Source: an optimization exercise on an open RTL-to-GDS flow (aim: small area). Production flows keep margins and buffers that such runs may drop.
At most, simulation tests tie the RTL to the original design; equivalence was not proved.

==> inputs of 10-19 <==
==> flow/design.v <==
module baudPLL(
		input CLK, RST, SET,
		input [31:0] BAUDRATE,
		output reg BAUD_TICK, BAUD_TICK_X32
	);
	reg [31:0] baudrate_reg, baud_left, oversample_left;
	wire [31:0] baudrate_next = SET ? BAUDRATE : baudrate_reg;
	wire baud_hit = (baud_left == 32'd1);
	wire over_hit = (oversample_left == 32'd1);
	always@(posedge CLK or negedge RST) begin
		if (~RST) begin
			baudrate_reg <= 32'd0;
			baud_left <= 32'd1;
			oversample_left <= 32'd0;
			BAUD_TICK <= 1'b0;
			BAUD_TICK_X32 <= 1'b0;
		end else begin
			baudrate_reg <= baudrate_next;
			baud_left <= (SET | baud_hit) ? baudrate_next : baud_left - 32'd1;
			oversample_left <= (SET | over_hit) ? {5'd0, baudrate_next[31:5]} : oversample_left - 32'd1;
			BAUD_TICK <= ~SET & baud_hit;
			BAUD_TICK_X32 <= ~SET & over_hit;
		end
	end
endmodule
module fifo_buffer #(parameter W = 9) (
		input CLK, RST, RD, WR,
		input  [W-1:0] DIN,
		output [W-1:0] RDATA,
		output NOT_EMPTY, FULL
	);
	reg [8:0] wp, rp;
	always@(posedge CLK or negedge RST) begin
		if (~RST) begin
			wp <= 9'd0;
			rp <= 9'd0;
		end else begin
			if (WR) wp <= wp + 9'd1;
			if (RD) rp <= rp + 9'd1;
		end
	end
	wire same = (wp[7:0] == rp[7:0]);
	assign NOT_EMPTY = ~(same & (wp[8] == rp[8]));
	assign FULL = same & (wp[8] != rp[8]);
	wire [W-1:0] term [0:255];
	wire clr_ok = ~FULL | WR;
	genvar i;
	generate
		for (i = 0; i < 256; i = i + 1) begin : word
			wire ws = (wp[7:0] == i);
			wire we = WR & ws;
			wire wc = clr_ok & ws;
			wire rs = (rp[7:0] == i);
			reg [W-1:0] m;
			always@(posedge CLK)
				m <= (m & {W{~wc}}) | (DIN & {W{we}});
			assign term[i] = m & {W{rs}};
		end
	endgenerate
	reg [W-1:0] rd_or;
	integer k;
	always@(*) begin
		rd_or = {W{1'b0}};
		for (k = 0; k < 256; k = k + 1)
			rd_or = rd_or | term[k];
	end
	assign RDATA = rd_or;
endmodule
module rx_fifo #(parameter W = 9) (
		input CLK, RST, RD, WR,
		input  [W-1:0] DIN,
		output [W-1:0] RDATA,
		output NOT_EMPTY
	);
	reg [W-1:0] ring [0:247];
	reg [W-1:0] ob [0:7];
	reg [W-1:0] pend;
	reg pending;
	reg full;              
	reg [7:0] wpp, xpp;    
	reg [2:0] obw, obr;
	reg [3:0] obc;         
	wire ring_empty = (wpp == xpp) & ~full;
	wire room = ~obc[3] | RD;
	wire ext_do = ~ring_empty & ~|xpp[2:0] & room;
	wire pend_ob = pending & ring_empty & room;
	wire direct = WR & ring_empty & ~pending & room;
	wire ob_we = ext_do | pend_ob | direct;
	wire ins = pending & ~pend_ob & ~full & (wpp == 8'd247);
	wire [W-1:0] ext = ring[{xpp[7:3], 3'b000}];
	wire [W-1:0] ob_din = ~ring_empty ? ext : (pending ? pend : DIN);
	assign RDATA = ob[obr];
	assign NOT_EMPTY = |obc;
	always@(posedge CLK) begin
		ring[0] <= ins ? pend : ring[247];
		if (WR) pend <= DIN;
		if (ob_we) ob[obw] <= ob_din;
	end
	genvar i;
	generate
		for (i = 1; i < 248; i = i + 1) begin : rot
			always@(posedge CLK) ring[i] <= ring[i-1];
		end
	endgenerate
	always@(posedge CLK or negedge RST) begin
		if (~RST) begin
			pending <= 1'b0;
			full <= 1'b0;
			wpp <= 8'd0;
			xpp <= 8'd0;
			obw <= 3'd0;
			obr <= 3'd0;
			obc <= 4'd0;
		end else begin
			pending <= (WR & ~direct) | (pending & ~ins & ~pend_ob);
			full <= (full & ~ext_do) | (ins & ~ext_do & (xpp == 8'd246));
			if (~ins) wpp <= (wpp == 8'd247) ? 8'd0 : wpp + 8'd1;
			if (~ext_do) xpp <= (xpp == 8'd247) ? 8'd0 : xpp + 8'd1;
			if (ob_we) obw <= obw + 3'd1;
			if (RD) obr <= obr + 3'd1;
			obc <= obc + {3'd0, ob_we} - {3'd0, RD};
		end
	end
endmodule
module tx_fifo (
		input CLK, RST, RD, WR,
		input  [7:0] DIN,
		output [7:0] RDATA,
		output NOT_EMPTY, FULL
	);
	reg [7:0] ring [0:248];
	reg [7:0] q [0:7];
	reg [7:0] head;
	reg [2:0] qw, qr;
	reg [3:0] qc;          
	reg [7:0] wpp, rpp;    
	reg [8:0] cnt;         
	wire [7:0] qhead = q[qr];
	wire ring_empty = (cnt == {5'd0, qc});
	wire ring_full = (wpp == rpp) & ~ring_empty;
	wire at_ins = (&wpp[2:0]) | (&wpp[7:3]);
	wire aligned = at_ins & ~ring_full;
	wire xfer = (|qc) & aligned;
	wire deq = xfer | (RD & ring_empty);
	wire at_ext = ~|rpp[2:0];
	wire [7:0] ext = ring[{rpp[7:3], 3'b000}] ^ {8{rpp[3]}};
	assign RDATA = ring_empty ? qhead : (at_ext ? ext : head);
	assign NOT_EMPTY = |cnt;
	assign FULL = cnt[8];
	always@(posedge CLK) begin
		ring[0] <= ~((xfer & (&wpp[7:3])) ? ~qhead : ring[248]);
		if (WR) q[qw] <= DIN;
		if (at_ext) head <= ext;
	end
	genvar i;
	generate
		for (i = 1; i < 249; i = i + 1) begin : rot
			if (i % 8 == 0) begin : ins
				always@(posedge CLK)
					ring[i] <= ~((xfer & (&wpp[2:0]) & (wpp[7:3] == i / 8 - 1)) ? ((i / 8) % 2 ? qhead : ~qhead) : ring[i-1]);
			end else begin : sh
				always@(posedge CLK) ring[i] <= ring[i-1];
			end
		end
	endgenerate
	always@(posedge CLK or negedge RST) begin
		if (~RST) begin
			qw <= 3'd0;
			qr <= 3'd0;
			qc <= 4'd0;
			wpp <= 8'd0;
			rpp <= 8'd0;
			cnt <= 9'd0;
		end else begin
			if (WR) qw <= qw + 3'd1;
			if (deq) qr <= qr + 3'd1;
			qc <= qc + {3'd0, WR} - {3'd0, deq};
			if (~deq) wpp <= (&wpp[7:3]) ? 8'd0 : wpp + 8'd1;
			if (~RD) rpp <= (&rpp[7:3]) ? 8'd0 : rpp + 8'd1;
			cnt <= cnt + {8'd0, WR} - {8'd0, RD};
		end
	end
endmodule
module tx(
		input CLK, BAUD, RST, POP,
		input [7:0] DATA,
		input [1:0] MODE,
		output reg TX,
		output BUSY
	);
	localparam [2:0] tx_idle   = 3'd0,
	                 tx_start  = 3'd1,
	                 tx_send   = 3'd2,
	                 tx_parity = 3'd3,
	                 tx_stop   = 3'd4,
	                 tx_sync   = 3'd5;
	reg [2:0] tx_state;
	reg [7:0] buffer;
	reg [2:0] count;
	assign BUSY = (tx_state != tx_idle);
	always@(posedge CLK)
		if (POP) buffer <= DATA;
	always@(posedge CLK or negedge RST) begin
		if (~RST) begin
			TX <= 1'b1;
			tx_state <= tx_idle;
			count <= 3'b0;
		end else begin
			case (tx_state)
				tx_idle:
					begin
						TX <= 1'b1;
						if (POP) tx_state <= tx_sync;
					end
				tx_sync:
					begin
						TX <= 1'b1;
						if (BAUD) tx_state <= tx_start;
					end
				tx_start:
					begin
						TX <= 1'b0;
						if (BAUD) tx_state <= tx_send;
					end
				tx_send:
					begin
						TX <= buffer[count];
						if (BAUD) begin
							count <= count + 3'd1;
							if (count == 3'd7)
								tx_state <= (MODE == 2'b00) ? tx_stop : tx_parity;
						end
					end
				tx_parity:
					begin
						TX <= (^buffer) ^ (MODE == 2'b01);
						if (BAUD) tx_state <= tx_stop;
					end
				tx_stop:
					begin
						TX <= 1'b1;
						if (BAUD) tx_state <= tx_idle;
					end
				default:
					begin
						TX <= 1'b1;
						tx_state <= tx_idle;
					end
			endcase
		end
	end
endmodule
module rx(
		input CLK, TICK, RST, RX,
		input [1:0] MODE,
		output reg DATA_DONE,
		output reg [7:0] DATA,
		output reg PARITY
	);
	localparam [2:0] rx_idle   = 3'd0,
	                 rx_data   = 3'd1,
	                 rx_parity = 3'd2,
	                 rx_start  = 3'd3,
	                 rx_stop   = 3'd4;
	reg [2:0] rx_state;
	reg [4:0] sample_count;
	reg [2:0] data_buffer_pos;
	wire mid = (sample_count == 5'd16);
	always@(posedge CLK)
		if (TICK & mid & (rx_state == rx_data))
			DATA <= {RX, DATA[7:1]};
	always@(posedge CLK or negedge RST) begin
		if (~RST) begin
			rx_state <= rx_idle;
			sample_count <= 5'b0;
			data_buffer_pos <= 3'b0;
			DATA_DONE <= 1'b0;
			PARITY <= 1'b0;
		end else begin
			DATA_DONE <= 1'b0;
			if (TICK) begin
				sample_count <= sample_count + 5'd1;
				case (rx_state)
					rx_idle:
						if (~RX) begin
							sample_count <= 5'b0;
							data_buffer_pos <= 3'b0;
							rx_state <= rx_start;
						end
					rx_start:
						if (mid) rx_state <= RX ? rx_idle : rx_data;
					rx_data:
						if (mid) begin
							data_buffer_pos <= data_buffer_pos + 3'd1;
							if (data_buffer_pos == 3'd7) begin
								if (MODE == 2'b00) begin
									PARITY <= 1'b0;
									rx_state <= rx_stop;
								end else
									rx_state <= rx_parity;
							end
						end
					rx_parity:
						if (mid) begin
							PARITY <= RX;
							rx_state <= rx_stop;
						end
					rx_stop:
						if (mid) begin
							DATA_DONE <= 1'b1;
							rx_state <= rx_idle;
						end
					default:
						rx_state <= rx_idle;
				endcase
			end
		end
	end
endmodule
module UARTinterface(
		input CLK, RST, WRITE_TO_TX_BUFFER, READ_BUFFER, SET_BR, SET_MODE,
		input [31:0] DATA_IN__CONFIG,
		output [7:0] DATA_OUT,
		output INTERRUPT, BUSY, PARITY,
		input RX,
		output TX
	);
	wire baudclk, baudclkx32;
	baudPLL pll(
		.CLK(CLK),
		.RST(RST),
		.SET(SET_BR),
		.BAUDRATE(DATA_IN__CONFIG),
		.BAUD_TICK(baudclk),
		.BAUD_TICK_X32(baudclkx32)
	);
	reg [1:0] mode;
	always@(posedge CLK or negedge RST) begin
		if (~RST)
			mode <= 2'b0;
		else if (SET_MODE)
			mode <= DATA_IN__CONFIG[1:0];
	end
	wire tx_avail, tx_busy;
	wire [7:0] tx_byte;
	wire tx_pop = tx_avail & ~tx_busy;
	tx_fifo tx_buffer(
		.CLK(CLK),
		.RST(RST),
		.RD(tx_pop),
		.WR(WRITE_TO_TX_BUFFER),
		.DIN(DATA_IN__CONFIG[7:0]),
		.RDATA(tx_byte),
		.NOT_EMPTY(tx_avail),
		.FULL(BUSY)
	);
	tx tx(
		.CLK(CLK),
		.BAUD(baudclk),
		.RST(RST),
		.POP(tx_pop),
		.DATA(tx_byte),
		.MODE(mode),
		.TX(TX),
		.BUSY(tx_busy)
	);
	wire [7:0] rx_byte;
	wire rx_done, rx_parity;
	wire [8:0] rx_word;
	reg  [8:0] current_read;
	rx rx(
		.CLK(CLK),
		.TICK(baudclkx32),
		.RST(RST),
		.RX(RX),
		.MODE(mode),
		.DATA_DONE(rx_done),
		.DATA(rx_byte),
		.PARITY(rx_parity)
	);
	rx_fifo #(.W(9)) rx_buffer(
		.CLK(CLK),
		.RST(RST),
		.RD(READ_BUFFER),
		.WR(rx_done),
		.DIN({rx_parity, rx_byte}),
		.RDATA(rx_word),
		.NOT_EMPTY(INTERRUPT)
	);
	always@(posedge CLK)
		if (READ_BUFFER) current_read <= rx_word;
	assign DATA_OUT = current_read[7:0];
	assign PARITY = current_read[8];
endmodule
==> flow/flow/run.sh <==
#!/bin/bash
# Layout flow: the standard flow (standard.sh) unchanged, with two settings
# passed through the environment to the ORFS scripts:
#  - ports are buffered with the smallest buffer, sky130_fd_sc_hd__buf_1;
#  - clock tree synthesis does not add dummy loads.
# The whole output of the flow goes to flow_run.log in this folder; each ORFS
# step also keeps its own log under orfs/logs.
set -o pipefail
export BUFFER_PORTS_ARGS="-buffer_cell sky130_fd_sc_hd__buf_1"
export CTS_ARGS="-sink_clustering_enable -repair_clock_nets -dont_use_dummy_load -buf_list sky130_fd_sc_hd__buf_12 -sink_clustering_size 28 -sink_clustering_max_diameter 100"
bash standard.sh > flow_run.log 2>&1
==> flow/standard.sh <==
#!/bin/bash
# synth_recipe.tcl (not shown) runs the flow's synth.tcl, then flattens the netlist and writes it again
# the make line also repeats each setting of config.mk as NAME=value (left out here)
make -C /OpenROAD-flow-scripts/flow DESIGN_CONFIG=/design/flow/config.mk WORK_HOME=/design/flow/orfs CLKGATE_MAP_FILE= SYNTH_SCRIPT=/design/flow/synth_recipe.tcl "${@:-finish}"
==> flow/config.mk <==
export PLATFORM = sky130hd
export DESIGN_NAME = UARTinterface
export DESIGN_NICKNAME = UARTinterface
export VERILOG_FILES = /design/flow/design.v
export SDC_FILE = /design/flow/constraint.sdc
export NUM_CORES = 8
export LEC_CHECK = 0
export CAP_MARGIN = 10
export CORE_MARGIN = 2
export CORE_UTILIZATION = 50
export CTS_BUF_LIST = sky130_fd_sc_hd__clkbuf_16
export CTS_CLUSTER_DIAMETER = 100
export CTS_CLUSTER_SIZE = 28
export PLACE_DENSITY = 0.65
export SLEW_MARGIN = 10
==> flow/constraint.sdc <==
create_clock -name core_clock -period 10.0 [get_ports {CLK}]
set_input_delay 2.0000 -clock core_clock [delete_from_list [all_inputs] [get_ports {CLK}]]
set_output_delay 2.0000 -clock core_clock [all_outputs]
set_load 0.01 [all_outputs]
==> 07-01 (differences from 10-19) <==
--- a/flow/design.v
+++ b/flow/design.v
@@ -5,11 +5,12 @@
 	);
-	reg [31:0] baudrate_reg, baud_left, oversample_left;
-	wire [31:0] baudrate_next = SET ? BAUDRATE : baudrate_reg;
-	wire baud_hit = (baud_left == 32'd1);
-	wire over_hit = (oversample_left == 32'd1);
+	reg [31:0] baudrate_reg, baud_count_reg, oversample32_count_reg;
+	wire [31:0] baud_next = baud_count_reg + 32'd1;
+	wire [31:0] over_next = oversample32_count_reg + 32'd1;
+	wire baud_hit = (baud_next == baudrate_reg);
+	wire over_hit = (over_next == {5'b0, baudrate_reg[31:5]});
 	always@(posedge CLK or negedge RST) begin
 		if (~RST) begin
-			baudrate_reg <= 32'd0;
-			baud_left <= 32'd1;
-			oversample_left <= 32'd0;
+			baudrate_reg <= 32'b0;
+			baud_count_reg <= ~{32'b0};
+			oversample32_count_reg <= 32'b0;
 			BAUD_TICK <= 1'b0;
@@ -17,5 +18,5 @@
 		end else begin
-			baudrate_reg <= baudrate_next;
-			baud_left <= (SET | baud_hit) ? baudrate_next : baud_left - 32'd1;
-			oversample_left <= (SET | over_hit) ? {5'd0, baudrate_next[31:5]} : oversample_left - 32'd1;
+			if (SET) baudrate_reg <= BAUDRATE;
+			baud_count_reg <= (SET | baud_hit) ? 32'b0 : baud_next;
+			oversample32_count_reg <= (SET | over_hit) ? 32'b0 : over_next;
 			BAUD_TICK <= ~SET & baud_hit;
@@ -74,25 +75,11 @@
 	);
-	reg [W-1:0] ring [0:247];
-	reg [W-1:0] ob [0:7];
+	reg [W-1:0] ring [0:255];
 	reg [W-1:0] pend;
 	reg pending;
-	reg full;              
-	reg [7:0] wpp, xpp;    
-	reg [2:0] obw, obr;
-	reg [3:0] obc;         
-	wire ring_empty = (wpp == xpp) & ~full;
-	wire room = ~obc[3] | RD;
-	wire ext_do = ~ring_empty & ~|xpp[2:0] & room;
-	wire pend_ob = pending & ring_empty & room;
-	wire direct = WR & ring_empty & ~pending & room;
-	wire ob_we = ext_do | pend_ob | direct;
-	wire ins = pending & ~pend_ob & ~full & (wpp == 8'd247);
-	wire [W-1:0] ext = ring[{xpp[7:3], 3'b000}];
-	wire [W-1:0] ob_din = ~ring_empty ? ext : (pending ? pend : DIN);
-	assign RDATA = ob[obr];
-	assign NOT_EMPTY = |obc;
+	reg [7:0] wpp, rpp;    
+	reg [8:0] cnt;         
+	wire ins = pending & (&wpp);
 	always@(posedge CLK) begin
-		ring[0] <= ins ? pend : ring[247];
+		ring[0] <= ins ? pend : ring[255];
 		if (WR) pend <= DIN;
-		if (ob_we) ob[obw] <= ob_din;
 	end
@@ -100,3 +87,3 @@
 	generate
-		for (i = 1; i < 248; i = i + 1) begin : rot
+		for (i = 1; i < 256; i = i + 1) begin : rot
 			always@(posedge CLK) ring[i] <= ring[i-1];
@@ -107,65 +94,2 @@
 			pending <= 1'b0;
-			full <= 1'b0;
-			wpp <= 8'd0;
-			xpp <= 8'd0;
-			obw <= 3'd0;
-			obr <= 3'd0;
-			obc <= 4'd0;
-		end else begin
-			pending <= (WR & ~direct) | (pending & ~ins & ~pend_ob);
-			full <= (full & ~ext_do) | (ins & ~ext_do & (xpp == 8'd246));
-			if (~ins) wpp <= (wpp == 8'd247) ? 8'd0 : wpp + 8'd1;
-			if (~ext_do) xpp <= (xpp == 8'd247) ? 8'd0 : xpp + 8'd1;
-			if (ob_we) obw <= obw + 3'd1;
-			if (RD) obr <= obr + 3'd1;
-			obc <= obc + {3'd0, ob_we} - {3'd0, RD};
-		end
-	end
-endmodule
-module tx_fifo (
-		input CLK, RST, RD, WR,
-		input  [7:0] DIN,
-		output [7:0] RDATA,
-		output NOT_EMPTY, FULL
-	);
-	reg [7:0] ring [0:248];
-	reg [7:0] q [0:7];
-	reg [7:0] head;
-	reg [2:0] qw, qr;
-	reg [3:0] qc;          
-	reg [7:0] wpp, rpp;    
-	reg [8:0] cnt;         
-	wire [7:0] qhead = q[qr];
-	wire ring_empty = (cnt == {5'd0, qc});
-	wire ring_full = (wpp == rpp) & ~ring_empty;
-	wire at_ins = (&wpp[2:0]) | (&wpp[7:3]);
-	wire aligned = at_ins & ~ring_full;
-	wire xfer = (|qc) & aligned;
-	wire deq = xfer | (RD & ring_empty);
-	wire at_ext = ~|rpp[2:0];
-	wire [7:0] ext = ring[{rpp[7:3], 3'b000}] ^ {8{rpp[3]}};
-	assign RDATA = ring_empty ? qhead : (at_ext ? ext : head);
-	assign NOT_EMPTY = |cnt;
-	assign FULL = cnt[8];
-	always@(posedge CLK) begin
-		ring[0] <= ~((xfer & (&wpp[7:3])) ? ~qhead : ring[248]);
-		if (WR) q[qw] <= DIN;
-		if (at_ext) head <= ext;
-	end
-	genvar i;
-	generate
-		for (i = 1; i < 249; i = i + 1) begin : rot
-			if (i % 8 == 0) begin : ins
-				always@(posedge CLK)
-					ring[i] <= ~((xfer & (&wpp[2:0]) & (wpp[7:3] == i / 8 - 1)) ? ((i / 8) % 2 ? qhead : ~qhead) : ring[i-1]);
-			end else begin : sh
-				always@(posedge CLK) ring[i] <= ring[i-1];
-			end
-		end
-	endgenerate
-	always@(posedge CLK or negedge RST) begin
-		if (~RST) begin
-			qw <= 3'd0;
-			qr <= 3'd0;
-			qc <= 4'd0;
 			wpp <= 8'd0;
@@ -174,7 +98,5 @@
 		end else begin
-			if (WR) qw <= qw + 3'd1;
-			if (deq) qr <= qr + 3'd1;
-			qc <= qc + {3'd0, WR} - {3'd0, deq};
-			if (~deq) wpp <= (&wpp[7:3]) ? 8'd0 : wpp + 8'd1;
-			if (~RD) rpp <= (&rpp[7:3]) ? 8'd0 : rpp + 8'd1;
+			pending <= WR | (pending & ~ins);
+			if (~ins) wpp <= wpp + 8'd1;
+			if (~RD) rpp <= rpp + 8'd1;
 			cnt <= cnt + {8'd0, WR} - {8'd0, RD};
@@ -182,2 +104,12 @@
 	end
+	assign NOT_EMPTY = |cnt;
+	wire bypass = pending & (cnt == 9'd1);
+	reg [W-1:0] rd_or;
+	integer k;
+	always@(*) begin
+		rd_or = bypass ? pend : {W{1'b0}};
+		for (k = 0; k < 256; k = k + 1)
+			rd_or = rd_or | (ring[k] & {W{~bypass & (rpp == k)}});
+	end
+	assign RDATA = rd_or;
 endmodule
@@ -346,3 +278,3 @@
 	wire tx_pop = tx_avail & ~tx_busy;
-	tx_fifo tx_buffer(
+	fifo_buffer #(.W(8)) tx_buffer(
 		.CLK(CLK),
==> flow/run.sh (new file) <==
#!/bin/bash
# synth_recipe.tcl (not shown) runs the flow's synth.tcl, then flattens the netlist and writes it again
# the make line also repeats each setting of config.mk as NAME=value (left out here)
make -C /OpenROAD-flow-scripts/flow DESIGN_CONFIG=/design/flow/config.mk WORK_HOME=/design/flow/orfs CLKGATE_MAP_FILE= SYNTH_SCRIPT=/design/flow/synth_recipe.tcl finish
Settings changed: CAP_MARGIN 10 to 20, CORE_UTILIZATION 50 to 40, CTS_BUF_LIST sky130_fd_sc_hd__clkbuf_16 to unset, CTS_CLUSTER_DIAMETER 100 to unset, CTS_CLUSTER_SIZE 28 to unset, PLACE_DENSITY 0.65 to unset, SLEW_MARGIN 10 to 20.
removed: flow/flow/run.sh
removed: flow/standard.sh
==> 10-16 (differences from 10-19) <==
--- a/flow/design.v
+++ b/flow/design.v
@@ -5,11 +5,12 @@
 	);
-	reg [31:0] baudrate_reg, baud_left, oversample_left;
-	wire [31:0] baudrate_next = SET ? BAUDRATE : baudrate_reg;
-	wire baud_hit = (baud_left == 32'd1);
-	wire over_hit = (oversample_left == 32'd1);
+	reg [31:0] baudrate_reg, baud_count_reg, oversample32_count_reg;
+	wire [31:0] baud_next = baud_count_reg + 32'd1;
+	wire [31:0] over_next = oversample32_count_reg + 32'd1;
+	wire baud_hit = (baud_next == baudrate_reg);
+	wire over_hit = (over_next == {5'b0, baudrate_reg[31:5]});
 	always@(posedge CLK or negedge RST) begin
 		if (~RST) begin
-			baudrate_reg <= 32'd0;
-			baud_left <= 32'd1;
-			oversample_left <= 32'd0;
+			baudrate_reg <= 32'b0;
+			baud_count_reg <= ~{32'b0};
+			oversample32_count_reg <= 32'b0;
 			BAUD_TICK <= 1'b0;
@@ -17,5 +18,5 @@
 		end else begin
-			baudrate_reg <= baudrate_next;
-			baud_left <= (SET | baud_hit) ? baudrate_next : baud_left - 32'd1;
-			oversample_left <= (SET | over_hit) ? {5'd0, baudrate_next[31:5]} : oversample_left - 32'd1;
+			if (SET) baudrate_reg <= BAUDRATE;
+			baud_count_reg <= (SET | baud_hit) ? 32'b0 : baud_next;
+			oversample32_count_reg <= (SET | over_hit) ? 32'b0 : over_next;
 			BAUD_TICK <= ~SET & baud_hit;
@@ -74,3 +75,3 @@
 	);
-	reg [W-1:0] ring [0:247];
+	reg [W-1:0] ring [0:255];
 	reg [W-1:0] ob [0:7];
@@ -78,3 +79,2 @@
 	reg pending;
-	reg full;              
 	reg [7:0] wpp, xpp;    
@@ -82,3 +82,3 @@
 	reg [3:0] obc;         
-	wire ring_empty = (wpp == xpp) & ~full;
+	wire ring_empty = (wpp == xpp);
 	wire room = ~obc[3] | RD;
@@ -88,3 +88,3 @@
 	wire ob_we = ext_do | pend_ob | direct;
-	wire ins = pending & ~pend_ob & ~full & (wpp == 8'd247);
+	wire ins = pending & ~pend_ob & (&wpp);
 	wire [W-1:0] ext = ring[{xpp[7:3], 3'b000}];
@@ -94,3 +94,3 @@
 	always@(posedge CLK) begin
-		ring[0] <= ins ? pend : ring[247];
+		ring[0] <= ins ? pend : ring[255];
 		if (WR) pend <= DIN;
@@ -100,3 +100,3 @@
 	generate
-		for (i = 1; i < 248; i = i + 1) begin : rot
+		for (i = 1; i < 256; i = i + 1) begin : rot
 			always@(posedge CLK) ring[i] <= ring[i-1];
@@ -107,3 +107,2 @@
 			pending <= 1'b0;
-			full <= 1'b0;
 			wpp <= 8'd0;
@@ -115,5 +114,4 @@
 			pending <= (WR & ~direct) | (pending & ~ins & ~pend_ob);
-			full <= (full & ~ext_do) | (ins & ~ext_do & (xpp == 8'd246));
-			if (~ins) wpp <= (wpp == 8'd247) ? 8'd0 : wpp + 8'd1;
-			if (~ext_do) xpp <= (xpp == 8'd247) ? 8'd0 : xpp + 8'd1;
+			if (~ins) wpp <= wpp + 8'd1;
+			if (~ext_do) xpp <= xpp + 8'd1;
 			if (ob_we) obw <= obw + 3'd1;
@@ -130,3 +128,3 @@
 	);
-	reg [7:0] ring [0:248];
+	reg [7:0] ring [0:255];
 	reg [7:0] q [0:7];
@@ -138,10 +136,7 @@
 	wire [7:0] qhead = q[qr];
+	wire xfer = (|qc) & (&wpp[2:0]);
 	wire ring_empty = (cnt == {5'd0, qc});
-	wire ring_full = (wpp == rpp) & ~ring_empty;
-	wire at_ins = (&wpp[2:0]) | (&wpp[7:3]);
-	wire aligned = at_ins & ~ring_full;
-	wire xfer = (|qc) & aligned;
 	wire deq = xfer | (RD & ring_empty);
 	wire at_ext = ~|rpp[2:0];
-	wire [7:0] ext = ring[{rpp[7:3], 3'b000}] ^ {8{rpp[3]}};
+	wire [7:0] ext = ring[{rpp[7:3], 3'b000}];
 	assign RDATA = ring_empty ? qhead : (at_ext ? ext : head);
@@ -149,4 +144,5 @@
 	assign FULL = cnt[8];
+	wire aligned = &wpp[2:0] & ((|qc) | ~cnt[8]);
 	always@(posedge CLK) begin
-		ring[0] <= ~((xfer & (&wpp[7:3])) ? ~qhead : ring[248]);
+		ring[0] <= (ring[255] & {8{~(aligned & (wpp[7:3] == 5'd31))}}) | (qhead & {8{xfer & (wpp[7:3] == 5'd31)}});
 		if (WR) q[qw] <= DIN;
@@ -156,6 +152,6 @@
 	generate
-		for (i = 1; i < 249; i = i + 1) begin : rot
+		for (i = 1; i < 256; i = i + 1) begin : rot
 			if (i % 8 == 0) begin : ins
 				always@(posedge CLK)
-					ring[i] <= ~((xfer & (&wpp[2:0]) & (wpp[7:3] == i / 8 - 1)) ? ((i / 8) % 2 ? qhead : ~qhead) : ring[i-1]);
+					ring[i] <= (ring[i-1] & {8{~(aligned & (wpp[7:3] == i / 8 - 1))}}) | (qhead & {8{xfer & (wpp[7:3] == i / 8 - 1)}});
 			end else begin : sh
@@ -177,4 +173,4 @@
 			qc <= qc + {3'd0, WR} - {3'd0, deq};
-			if (~deq) wpp <= (&wpp[7:3]) ? 8'd0 : wpp + 8'd1;
-			if (~RD) rpp <= (&rpp[7:3]) ? 8'd0 : rpp + 8'd1;
+			if (~deq) wpp <= wpp + 8'd1;
+			if (~RD) rpp <= rpp + 8'd1;
 			cnt <= cnt + {8'd0, WR} - {8'd0, RD};
==> flow/run.sh (new file) <==
#!/bin/bash
# synth_recipe.tcl (not shown) runs the flow's synth.tcl, then flattens the netlist and writes it again
# the make line also repeats each setting of config.mk as NAME=value (left out here)
make -C /OpenROAD-flow-scripts/flow DESIGN_CONFIG=/design/flow/config.mk WORK_HOME=/design/flow/orfs CLKGATE_MAP_FILE= SYNTH_SCRIPT=/design/flow/synth_recipe.tcl finish
Settings changed: CAP_MARGIN 10 to 20, CORE_UTILIZATION 50 to 40, CTS_CLUSTER_DIAMETER 100 to 40, CTS_CLUSTER_SIZE 28 to 30, PLACE_DENSITY 0.65 to 0.5, SLEW_MARGIN 10 to 20.
removed: flow/flow/run.sh
removed: flow/standard.sh
==> run_results.csv <==
group,metric,value,unit
synthesis,synth_top_family_by_area,"compound AO/OA/AOI/OAI gates",
status,outcome,"aborted with a tool error",
synthesis,synth_xor_xnor_area_share,1.02,%
grt,grtUsageMet2,88.6,%
grt,grt_usage,76.4,%
status,error,"[ERROR GRT-0116] Global routing finished with congestion. Check the congestion regions in the DRC Viewer.",
synthesis,yosys.area_share.simple,7.67,%
synthesis,synth_mux_area_share,0.480,%
place,hpwlAfterDp,938,mm
synthesis,syn_area,150000,sq um
synthesis,yosysSeqAreaShare,61.7,%
status,lastStage,"global routing (5_1_grt)",
the above is filed under 07-01

==> run_results.csv <==
group,metric,value,unit
grt,grt_usage,16.1,%
status,outcome,"complete, no violations",
place,hpwlAfterDp,153,mm
synthesis,yosys.area_share.simple,3.74,%
synthesis,syn_area,111000,sq um
synthesis,yosysSeqAreaShare,87.5,%
synthesis,synth_xor_xnor_area_share,1.51,%
synthesis,synth_mux_area_share,1.65,%
grt,grtUsageMet2,24.2,%
synthesis,synth_top_family_by_area,"compound AO/OA/AOI/OAI gates",
the above is filed under 10-16

==> run_results.csv <==
group,metric,value,unit
status,outcome,"complete, no violations",
power_and_ir_drop,p_switching,7.08,mW
place,hpwlAfterDp,132,mm
timing,layout_min_cycle_time,4.69,ns
routing,dr.pass1.iters,10,
synthesis,synth_mux_area_share,4.42,%
synthesis,yosysSeqAreaShare,87.2,%
synthesis,syn_area,108000,sq um
synthesis,synth_xor_xnor_area_share,0.923,%
synthesis,yosys.area_share.simple,3.26,%
grt,grt_usage,17.9,%
final_layout,nFlopsAndLatches,4585,
grt,grt_overflow_total,0,
clocking,cts-hold-fix-buffers,0,
final_layout,regArea,94400,sq um
critical_path,cp_max_fo,14,
final_layout,layout_commonest_cell,"dfxtp_1",
grt,grtUsageMet2,28.2,%
synthesis,synth_top_family_by_area,"multiplexers",
the above is filed under 10-19

The RTL of 07-01 was laid out without a check of its function.

==> afterwards: timing with drivers on the ports <==
Ports are ideal in the flow. The routed layouts listed here were re-timed in OpenROAD. Step 1 sets driving cells, clkbuf_16 on the clock port and buf_2 on the other inputs (assumed; they add their load-dependent delay and slew). Step 2 moves the port delays by t, midway between the first and last clock arrival at a register: inputs arrive t later, outputs are due t later. That takes back most of the time a late clock gives input paths. Slacks: no drivers / after step 1 / after step 2; pairs: no drivers / after step 1.
run | t, ns | setup slack, ns | worst register clock-pin slew, ns
10-19 | 0.849 | 5.308 / 5.372 / 4.523 | 0.11 / 0.11
10-16 | 0.994 | 5.672 / 5.587 / 5.167 | 0.08 / 0.08
After both steps setup and hold are still met in every run listed. For 10-19, which loses most, drivers alone change the setup slack by +0.064 ns; drivers and shift together by -0.785 ns.
